Background: an optimization exercise with open tools, aiming at small area, a short achievable clock period and few clock cycles per item. Do not read the settings as production practice.
At most, simulation tests tie the RTL to the original design; equivalence was not proved.
Power figures rest on the tool's default switching activity, not on a simulated workload.

== P ==
==> module fifo, before the edit <==
module fifo(
  input  logic        clk_i,
  input  logic        resetn_i,
  input  logic        push_i,
  input  logic [3:0]  data_i,
  input  logic        pop_i,
  output logic [3:0]  head_o,
  output logic [15:0] hsel_o,
  output logic        hvalid_o
);
  logic [3:0]  next [15:0];
  logic [3:0]  head, tail, head_next, head_new;
  logic [15:0] hsel;
  logic        hvalid;
  logic        more;
  assign head_o   = head;
  assign hsel_o   = hsel;
  assign hvalid_o = hvalid;
  assign more     = hvalid && ( head != tail );
  always @( posedge clk_i )
    for( int k = 0; k < 16; k++ )
      if( push_i && tail == k[3:0] )
        next[k] <= data_i;
  always @( posedge clk_i )
    if( push_i )
      tail <= data_i;
  always_comb
    begin
      head_next = '0;
      for( int k = 0; k < 16; k++ )
        head_next = head_next | ( next[k] & {4{hsel[k]}} );
    end
  assign head_new = more ? head_next : data_i;
  always @( posedge clk_i )
    if( !resetn_i )
      hvalid <= 1'b0;
    else
      hvalid <= pop_i ? ( more || push_i ) : ( hvalid || push_i );
  always @( posedge clk_i )
    if( pop_i || !hvalid )
      begin
        head <= head_new;
        for( int k = 0; k < 16; k++ )
          hsel[k] <= ( head_new == k[3:0] );
      end
endmodule
Settings: LEC_CHECK=0, CAP_MARGIN=20, CORE_MARGIN=2, CORE_UTILIZATION=40, CTS_CLUSTER_DIAMETER=100, CTS_CLUSTER_SIZE=30, SETUP_SLACK_MARGIN=2.5, SLEW_MARGIN=20; clock period 4.7 ns.
run.sh (not shown) runs the stock make flow with config.mk's settings and CLKGATE_MAP_FILE= SYNTH_SCRIPT=/design/flow/synth_recipe.tcl, a recipe that flattens the netlist after the stock synthesis.
Modified inputs, Q compared to P
--- a/flow/design.v
+++ b/flow/design.v
@@ -29,11 +29,11 @@
     begin
       head_next = '0;
       for( int k = 0; k < 16; k++ )
         head_next = head_next | ( next[k] & {4{hsel[k]}} );
     end
-  assign head_new = more ? head_next : data_i;
+  assign head_new = ( pop_i && more ) ? head_next : data_i;
   always @( posedge clk_i )
     if( !resetn_i )
       hvalid <= 1'b0;
     else
       hvalid <= pop_i ? ( more || push_i ) : ( hvalid || push_i );
Findings:
Cmp P and Q / routed wire length / lower: P
Sequential cell area fraction in the yosys report (higher): P
The lower synthesized area per cell of P and Q is in Q.
Worst hold slack in Q vs P: down 0.096 ns
Looking at die area, Q sits 330 sq um higher than P does.
Of the two values seen for critical path startpoint, FIFO.hsel[8] was produced by Q and FIFO.hsel[9] by P.
For the combinational fraction of design power, Q came in 4.0 points higher than P did.
Testbench counts of Q, summed over its fixed seeds: cycles 15,082, items 8,192.
Function not checked in P: the RTL went through the layout flow alone.

* * *

The RTL this note starts from:
==> flow/design.v <==
`timescale 1ns / 1ps
module fifo(
  input  logic        clk_i,
  input  logic        resetn_i,
  input  logic        push_i,
  input  logic [3:0]  data_i,
  input  logic        pop_i,
  output logic [3:0]  head_o,
  output logic [15:0] hsel_o,
  output logic        hvalid_o
);
  logic [3:0]  next [15:0];
  logic [3:0]  head, tail, head_next, head_new;
  logic [15:0] hsel;
  logic        hvalid;
  logic        more;
  assign head_o   = head;
  assign hsel_o   = hsel;
  assign hvalid_o = hvalid;
  assign more     = hvalid && ( head != tail );
  always @( posedge clk_i )
    for( int k = 0; k < 16; k++ )
      if( push_i && tail == k[3:0] )
        next[k] <= data_i;
  always @( posedge clk_i )
    if( push_i )
      tail <= data_i;
  always_comb
    begin
      head_next = '0;
      for( int k = 0; k < 16; k++ )
        head_next = head_next | ( next[k] & {4{hsel[k]}} );
    end
  assign head_new = more ? head_next : data_i;
  always @( posedge clk_i )
    if( !resetn_i )
      hvalid <= 1'b0;
    else
      hvalid <= pop_i ? ( more || push_i ) : ( hvalid || push_i );
  always @( posedge clk_i )
    if( pop_i || !hvalid )
      begin
        head <= head_new;
        for( int k = 0; k < 16; k++ )
          hsel[k] <= ( head_new == k[3:0] );
      end
endmodule
`timescale 1ns / 1ps
module memory #(
  parameter DATA_WIDTH = 8
)(
  input  logic                  clk_i,
  input  logic                  resetn_i,
  input  logic [3:0]            waddr_i,
  input  logic                  wr_i,
  input  logic [DATA_WIDTH-1:0] data_i,
  input  logic [3:0]            caddr_i,    
  input  logic                  clr_i,
  input  logic [15:0]           rsel_i,     
  output logic [DATA_WIDTH-1:0] data_o,
  output logic                  valid_o
);
  logic [15:0]           valid;
  logic [15:0]           wsel;
  logic [DATA_WIDTH-1:0] mem [15:0];
  always_comb
    for( int k = 0; k < 16; k++ )
      wsel[k] = wr_i && ( waddr_i == k[3:0] );
  always @( posedge clk_i )
    for( int k = 0; k < 16; k++ )
      if( wsel[k] )
        mem[k] <= data_i;
  always @( posedge clk_i )
    if( !resetn_i )
      valid <= '0;
    else
      for( int k = 0; k < 16; k++ )
        if( wsel[k] )
          valid[k] <= 1'b1;
        else if( clr_i && caddr_i == k[3:0] )
          valid[k] <= 1'b0;
  always_comb
    begin
      data_o  = '0;
      valid_o = 1'b0;
      for( int k = 0; k < 16; k++ )
        begin
          data_o  = data_o  | ( mem[k] & {DATA_WIDTH{rsel_i[k]}} );
          valid_o = valid_o | ( valid[k] & rsel_i[k] );
        end
    end
endmodule
`timescale 1ns / 1ps
module reorder_buffer #(
  parameter DATA_WIDTH = 32
)(
  input  logic                    clk,
  input  logic                    rst_n,
  input  logic            [3:0]   s_arid_i,
  input  logic                    s_arvalid_i,
  output logic                    s_arready_o,
  output logic [DATA_WIDTH-1:0]   s_rdata_o,
  output logic            [3:0]   s_rid_o,
  output logic                    s_rvalid_o,
  input  logic                    s_rready_i,
  output logic            [3:0]   m_arid_o,
  output logic                    m_arvalid_o,
  input  logic                    m_arready_i,
  input  logic [DATA_WIDTH-1:0]   m_rdata_i,
  input  logic            [3:0]   m_rid_i,
  input  logic                    m_rvalid_i,
  output logic                    m_rready_o
);
  logic                  ar_hand_shake;
  logic [3:0]            head_id;
  logic                  head_valid;
  logic [15:0]           head_sel;
  logic [DATA_WIDTH-1:0] stored_data;
  logic                  stored;
  logic                  arrives;
  logic                  load;
  logic                  free;
  logic                  out_valid;
  logic [3:0]            out_id;
  logic [DATA_WIDTH-1:0] out_data;
  assign m_arid_o      = s_arid_i;
  assign m_arvalid_o   = s_arvalid_i;
  assign s_arready_o   = m_arready_i;
  assign ar_hand_shake = s_arvalid_i && m_arready_i;
  assign m_rready_o    = 1'b1;
  fifo FIFO(
    .clk_i    ( clk ),
    .resetn_i ( rst_n ),
    .push_i   ( ar_hand_shake ),
    .data_i   ( s_arid_i ),
    .pop_i    ( load ),
    .head_o   ( head_id ),
    .hsel_o   ( head_sel ),
    .hvalid_o ( head_valid )
  );
  memory #(
    .DATA_WIDTH ( DATA_WIDTH )
  ) MEM (
    .clk_i    ( clk ),
    .resetn_i ( rst_n ),
    .waddr_i  ( m_rid_i ),
    .wr_i     ( m_rvalid_i ),
    .data_i   ( m_rdata_i ),
    .caddr_i  ( s_arid_i ),
    .clr_i    ( ar_hand_shake ),
    .rsel_i   ( head_sel ),
    .data_o   ( stored_data ),
    .valid_o  ( stored )
  );
  assign arrives = m_rvalid_i && ( m_rid_i == head_id );
  assign load    = head_valid && free && ( stored || arrives );
  always @( posedge clk )
    if( !rst_n )
      out_valid <= 1'b0;
    else if( load )
      out_valid <= 1'b1;
    else if( s_rready_i )
      out_valid <= 1'b0;
  assign free = !out_valid || s_rready_i;
  always @( posedge clk )
    if( free )
      begin
        out_id   <= head_id;
        out_data <= stored ? stored_data : m_rdata_i;
      end
  assign s_rvalid_o = out_valid;
  assign s_rid_o    = out_id;
  assign s_rdata_o  = out_data;
endmodule
Settings: LEC_CHECK=0, CAP_MARGIN=20, CORE_MARGIN=2, CORE_UTILIZATION=40, CTS_CLUSTER_DIAMETER=100, CTS_CLUSTER_SIZE=30, SETUP_SLACK_MARGIN=2.5, SLEW_MARGIN=20; clock period 4.7 ns.
The starting point finished with timing, DRC and antenna clean.
Edit:
--- a/flow/design.v
+++ b/flow/design.v
@@ -28,13 +28,13 @@
   always_comb
     begin
       head_next = '0;
       for( int k = 0; k < 16; k++ )
         head_next = head_next | ( next[k] & {4{hsel[k]}} );
     end
-  assign head_new = more ? head_next : data_i;
+  assign head_new = ( pop_i && more ) ? head_next : data_i;
   always @( posedge clk_i )
     if( !resetn_i )
       hvalid <= 1'b0;
     else
       hvalid <= pop_i ? ( more || push_i ) : ( hvalid || push_i );
   always @( posedge clk_i )
@@ -50,16 +50,16 @@
   parameter DATA_WIDTH = 8
 )(
   input  logic                  clk_i,
   input  logic                  resetn_i,
   input  logic [3:0]            waddr_i,
   input  logic                  wr_i,
+  input  logic                  set_i,      
   input  logic [DATA_WIDTH-1:0] data_i,
-  input  logic [3:0]            caddr_i,    
-  input  logic                  clr_i,
   input  logic [15:0]           rsel_i,     
+  input  logic                  clr_i,      
   output logic [DATA_WIDTH-1:0] data_o,
   output logic                  valid_o
 );
   logic [15:0]           valid;
   logic [15:0]           wsel;
   logic [DATA_WIDTH-1:0] mem [15:0];
@@ -72,15 +72,15 @@
         mem[k] <= data_i;
   always @( posedge clk_i )
     if( !resetn_i )
       valid <= '0;
     else
       for( int k = 0; k < 16; k++ )
-        if( wsel[k] )
+        if( wsel[k] && set_i )
           valid[k] <= 1'b1;
-        else if( clr_i && caddr_i == k[3:0] )
+        else if( rsel_i[k] && clr_i )
           valid[k] <= 1'b0;
   always_comb
     begin
       data_o  = '0;
       valid_o = 1'b0;
       for( int k = 0; k < 16; k++ )
@@ -116,13 +116,12 @@
   logic                  head_valid;
   logic [15:0]           head_sel;
   logic [DATA_WIDTH-1:0] stored_data;
   logic                  stored;
   logic                  arrives;
   logic                  load;
-  logic                  free;
   logic                  out_valid;
   logic [3:0]            out_id;
   logic [DATA_WIDTH-1:0] out_data;
   assign m_arid_o      = s_arid_i;
   assign m_arvalid_o   = s_arvalid_i;
   assign s_arready_o   = m_arready_i;
@@ -142,31 +141,30 @@
     .DATA_WIDTH ( DATA_WIDTH )
   ) MEM (
     .clk_i    ( clk ),
     .resetn_i ( rst_n ),
     .waddr_i  ( m_rid_i ),
     .wr_i     ( m_rvalid_i ),
+    .set_i    ( !( load && !stored ) ),
     .data_i   ( m_rdata_i ),
-    .caddr_i  ( s_arid_i ),
-    .clr_i    ( ar_hand_shake ),
     .rsel_i   ( head_sel ),
+    .clr_i    ( load ),
     .data_o   ( stored_data ),
     .valid_o  ( stored )
   );
   assign arrives = m_rvalid_i && ( m_rid_i == head_id );
-  assign load    = head_valid && free && ( stored || arrives );
+  assign load    = head_valid && ( !out_valid || s_rready_i ) && ( stored || arrives );
   always @( posedge clk )
     if( !rst_n )
       out_valid <= 1'b0;
     else if( load )
       out_valid <= 1'b1;
     else if( s_rready_i )
       out_valid <= 1'b0;
-  assign free = !out_valid || s_rready_i;
   always @( posedge clk )
-    if( free )
+    if( load )
       begin
         out_id   <= head_id;
         out_data <= stored ? stored_data : m_rdata_i;
       end
   assign s_rvalid_o = out_valid;
   assign s_rid_o    = out_id;
After rerunning:
- The new run completed without violations
- wire length came out lower by 4.6%
- critical path depth drops by 3
- die area goes up by 2.2%
- total power is higher by 3.7%
- fmax went up by 4.1%
- count of clock-buffer cells in the layout falls by 7
- worst hold slack gains 0.023 ns
- flip-flop and latch count is unchanged
- non-clock buffer count came out lower by 53
- via count went up by 0.61%
- first-iteration DRC count drops by 23%
- setup slack gains 0.093 ns
No run of this note included a check of the RTL's function; only the layout flow was run.

[port drivers added, routing unchanged]
The results above use ideal ports. As a check the final layouts listed here were re-extracted and re-timed, cells and wires unchanged.
Step 1, drivers: a clkbuf_16 drives clk and a buf_2 each remaining input, both assumed.
Step 2 times the ports against the registers' clock, not the clock port: input delays grow and output delays shrink by t, the midpoint of the rising clock arrivals with the driver on.
a / b / c = no drivers / after step 1 / after step 2; a / b = the first two.
run	t (ns)	slack for setup (ns)	hold WS [ns]	clock arrival spread, ns	pins driven straight from the clock port
P	0.659	2.386 / 2.386 / 1.827	0.626 / 0.626 / 0.626	0.041 / 0.041	1
Q	0.659	2.122 / 2.122 / 1.765	0.530 / 0.530 / 0.530	0.026 / 0.026	1
the first run of note 2	0.641	2.346 / 2.346 / 1.902	0.523 / 0.523 / 0.523	0.041 / 0.041	1
the second run of note 2	0.644	2.439 / 2.407 / 1.944	0.546 / 0.546 / 0.546	0.034 / 0.034	1
After both steps setup and hold are still met in every run listed. For P, which loses most, drivers alone change the setup slack by 0.000 ns; drivers and shift together by -0.559 ns.
